Source: an optimization exercise on an open RTL-to-GDS flow (aim: small area). Production flows keep margins and buffers that such runs may drop.
Only simulation tests tie the RTL to the original design; equivalence was not proved.
No activity file was given, so power comes from the tool's default toggle rates.

==> flow/design.v <==
module processing_unit(
    input clock,
    input reset,
    input start,
    output input_req,
    input [(6 - 1) : 0] input_val,
    input input_ready,
    input [(2 * 2 * 6 - 1) : 0] weight_vals,
    output [(6 - 1) : 0] output_val,
    output output_valid,
    output done
);
    localparam  WAIT_FOR_START = 3'd0,
                RESET_SIGNALS = 3'd1,
                WAIT_FOR_INPUT = 3'd2,
                INIT_SIGNALS = 3'd3,
                WAIT_FOR_ZERO = 3'd4,
                OUTPUT_IS_READY = 3'd5,
                INDEX_INCREMENT = 3'd6,
                DONE_FLAG = 3'd7;
    reg [2:0] state, next_state;
    reg [5:0] sc_count;
    reg [1:0] width_index, height_index;
    wire s_frame = (state == RESET_SIGNALS);
    wire run     = (state == WAIT_FOR_ZERO);
    wire s_inc   = (state == INDEX_INCREMENT);
    wire last    = (sc_count == 6'd63);
    assign input_req = (state == WAIT_FOR_INPUT);
    assign done = (state == DONE_FLAG);
    assign output_valid = (state == OUTPUT_IS_READY) && (width_index != 2'd0) && (height_index != 2'd0);
    always @(*) begin
        case (state)
            WAIT_FOR_START:  next_state = start ? RESET_SIGNALS : WAIT_FOR_START;
            RESET_SIGNALS:   next_state = WAIT_FOR_INPUT;
            WAIT_FOR_INPUT:  next_state = input_ready ? INIT_SIGNALS : WAIT_FOR_INPUT;
            INIT_SIGNALS:    next_state = WAIT_FOR_ZERO;
            WAIT_FOR_ZERO:   next_state = last ? OUTPUT_IS_READY : WAIT_FOR_ZERO;
            OUTPUT_IS_READY: next_state = INDEX_INCREMENT;
            INDEX_INCREMENT: next_state = ((width_index == 2'd3) && (height_index == 2'd3)) ? DONE_FLAG : WAIT_FOR_INPUT;
            default:         next_state = WAIT_FOR_START;
        endcase
    end
    always @(posedge clock) begin
        if (reset)
            state <= WAIT_FOR_START;
        else
            state <= next_state;
    end
    always @(posedge clock) begin
        if (reset)
            sc_count <= 0;
        else
            sc_count <= sc_count ^ {run & (&sc_count[4:0]), run & (&sc_count[3:0]), run & (&sc_count[2:0]),
                                    run & (&sc_count[1:0]), run & sc_count[0], run};
    end
    always @(posedge clock) begin
        if (s_frame)
            {height_index, width_index} <= 4'd0;
        else begin
            width_index[0] <= width_index[0] ^ s_inc;
            width_index[1] <= width_index[1] ^ (s_inc & width_index[0]);
            height_index[0] <= height_index[0] ^ (s_inc & (&width_index));
            height_index[1] <= height_index[1] ^ (s_inc & (&width_index) & height_index[0]);
        end
    end
    function automatic ge6(input [5:0] a, input [5:0] b);
        integer k;
        begin
            ge6 = 1'b1;
            for (k = 0; k < 6; k = k + 1)
                ge6 = (a[k] ^ b[k]) ? a[k] : ge6;
        end
    endfunction
    wire half_cnt = sc_count[0];
    reg [6:1] g;
    always @(posedge clock) begin
        if (reset)
            g <= 6'd10;
        else if (run)
            g <= {g[5:1], g[6] ~^ g[5]};
    end
    reg [7:1] q;
    wire q_en = run && !((width_index == 2'd3) && last);
    always @(posedge clock) begin
        if (s_frame)
            q[6:1] <= 6'd25;
        else if (q_en)
            q[6:1] <= {q[5:1], q[6] ~^ q[5]};
        if (q_en)
            q[7] <= q[6];
    end
    wire [5:0] l3 = q[6:1];
    wire [5:0] l4 = q[7:2];
    wire h3 = (6'd32 >= l3);
    wire h4 = (6'd32 >= l4);
    wire in_x = ge6(input_val, g);
    wire mx10 = ge6(weight_vals[12 +: 6], l3) ~^ in_x;
    wire mx11 = ge6(weight_vals[18 +: 6], l4) ~^ in_x;
    wire ry00 = (width_index == 2'd2) ? height_index[1] : h3;
    reg ry01, x10, y10, x11, y11;
    always @(posedge clock) begin
        if (s_frame) begin
            {ry01, x10, y10, x11, y11} <= 5'd0;
        end else if (run && (height_index != 2'd0)) begin
            if (width_index != 2'd3) begin
                ry01 <= ry00 ~^ h3;
                x10 <= mx10 ~^ ry01;
                y10 <= ry01 ~^ h3;
            end
            if (width_index != 2'd0) begin
                x11 <= half_cnt ? (mx11 ~^ y10) : x10;
                y11 <= y10 ~^ h4;
            end
        end
    end
    reg [5:0] ne;
    wire sc_est = ge6(~g, ne);
    wire est_max = (ne == 6'd0);
    wire est_min = (ne == 6'd63);
    wire up = (~est_max) & (x11 | est_min);
    wire cnt_en = x11 ^ (y11 ~^ sc_est);
    reg [6:0] ne_t;
    integer k;
    always @(*) begin
        ne_t[0] = run & cnt_en;
        for (k = 0; k < 6; k = k + 1)
            ne_t[k + 1] = ne_t[k] & (ne[k] ^ up);
    end
    always @(posedge clock) begin
        if (reset)
            ne <= 6'd63;
        else
            ne <= ne ^ ne_t[5:0];
    end
    assign output_val = ne;
endmodule
==> flow/config.mk <==
export PLATFORM = sky130hd
export DESIGN_NAME = processing_unit
export DESIGN_NICKNAME = processing_unit
export VERILOG_FILES = /design/flow/design.v
export SDC_FILE = /design/flow/constraint.sdc
export NUM_CORES = 4
export LEC_CHECK = 0
export CAP_MARGIN = 20
export CORE_MARGIN = 2
export CORE_UTILIZATION = 40
export SLEW_MARGIN = 20
==> flow/constraint.sdc <==
create_clock -name core_clock -period 6.0 [get_ports {clock}]
set_input_delay 1.2000 -clock core_clock [delete_from_list [all_inputs] [get_ports {clock}]]
set_output_delay 1.2000 -clock core_clock [all_outputs]
set_load 0.01 [all_outputs]
standard.sh (not shown) runs the stock make flow with config.mk's settings and CLKGATE_MAP_FILE= SYNTH_SCRIPT=/design/flow/synth_recipe.tcl, a recipe that flattens the netlist after the stock synthesis.
==> flow/flow/run.sh <==
#!/bin/bash
set -euo pipefail
export BUFFER_PORTS_ARGS="-buffer_cell sky130_fd_sc_hd__buf_1"
export CTS_ARGS="-sink_clustering_enable -repair_clock_nets -dont_use_dummy_load -buf_list sky130_fd_sc_hd__clkbuf_8 -sink_clustering_size 40 -sink_clustering_max_diameter 200"
bash standard.sh > standard.log 2>&1
The first run ran to the end with no violations.
Edit:
==> flow/flow/run.sh (replaced) <==
#!/bin/bash
# Standard layout, with plain buf_1 cells as the port buffers.
set -euo pipefail
export BUFFER_PORTS_ARGS="-buffer_cell sky130_fd_sc_hd__buf_1"
bash standard.sh > standard.log 2>&1
--- a/flow/config.mk
+++ b/flow/config.mk
@@ -10,0 +11,3 @@
+export CTS_BUF_LIST = sky130_fd_sc_hd__clkbuf_8
+export CTS_CLUSTER_DIAMETER = 200
+export CTS_CLUSTER_SIZE = 40
Combinational power hardly moves.
Count of clock-buffer cells in the layout does not change.
Sequential power hardly moves.
Worst setup slack hardly moves.
Via count rises by about 1.1%.
Non-clock buffer count does not change.
Edit:
==> flow/run.sh (new file) <==
#!/bin/bash
# synth_recipe.tcl (not shown) runs the flow's synth.tcl, then flattens the netlist and writes it again
# the make line also repeats each setting of config.mk as NAME=value (left out here)
make -C /OpenROAD-flow-scripts/flow DESIGN_CONFIG=/design/flow/config.mk WORK_HOME=/design/flow/orfs CLKGATE_MAP_FILE= SYNTH_SCRIPT=/design/flow/synth_recipe.tcl finish
--- a/flow/config.mk
+++ b/flow/config.mk
@@ -10,4 +10 @@
-export CORE_UTILIZATION = 40
-export CTS_BUF_LIST = sky130_fd_sc_hd__clkbuf_8
-export CTS_CLUSTER_DIAMETER = 200
-export CTS_CLUSTER_SIZE = 40
+export CORE_UTILIZATION = 70
removed: flow/flow/run.sh
removed: flow/standard.sh
=>
- routed wire length went down by 1.7%
- via count rises by 3.2%
- final area increases by 4.6%
- clock-buffer cell count grows by 2
- global-route usage went up by 12 points
- sequential power hardly moves
Edit:
==> flow/flow/run.sh (new file) <==
#!/bin/bash
# Standard layout, with plain buf_1 cells as the port buffers.
set -euo pipefail
export BUFFER_PORTS_ARGS="-buffer_cell sky130_fd_sc_hd__buf_1"
bash standard.sh > standard.log 2>&1
==> flow/standard.sh (new file) <==
#!/bin/bash
# synth_recipe.tcl (not shown) runs the flow's synth.tcl, then flattens the netlist and writes it again
# the make line also repeats each setting of config.mk as NAME=value (left out here)
make -C /OpenROAD-flow-scripts/flow DESIGN_CONFIG=/design/flow/config.mk WORK_HOME=/design/flow/orfs CLKGATE_MAP_FILE= SYNTH_SCRIPT=/design/flow/synth_recipe.tcl "${@:-finish}"
--- a/flow/config.mk
+++ b/flow/config.mk
@@ -10 +10,4 @@
-export CORE_UTILIZATION = 70
+export CORE_UTILIZATION = 40
+export CTS_BUF_LIST = sky130_fd_sc_hd__clkbuf_16
+export CTS_CLUSTER_DIAMETER = 200
+export CTS_CLUSTER_SIZE = 40
removed: flow/run.sh
Outcome: The changed run finished clean; setup slack gains 270 ps; power grows by 15%; cell count grows by 11%.

## static timing again, ports no longer ideal
No port has a modelled driver above. Below, the same layouts with a new extraction and two added sets of constraints.
Step 1, drivers: a clkbuf_16 drives clock and a buf_2 each remaining input, both assumed.
Step 2 adds t to the input delays and takes it off the output delays; t is the mean of the earliest and latest rising clock arrival at the registers after step 1. Input paths then give back, and output paths get back, about the clock's delay inside the block.
Three values: no drivers, after step 1, after step 2; two values: the first two.
run	shift t [ns]	setup slack, ns	worst setup path at the end
the first run	0.312	3.256 / 3.265 / 2.952	input to register
the second run	0.318	3.257 / 3.265 / 2.947	input to register
the third run	0.366	2.965 / 2.963 / 2.597	input to register
the fourth run	0.307	3.234 / 3.247 / 2.939	input to register
After both steps setup and hold are still met in every run listed. For the third run, which loses most, drivers alone change the setup slack by -0.002 ns; drivers and shift together by -0.368 ns.
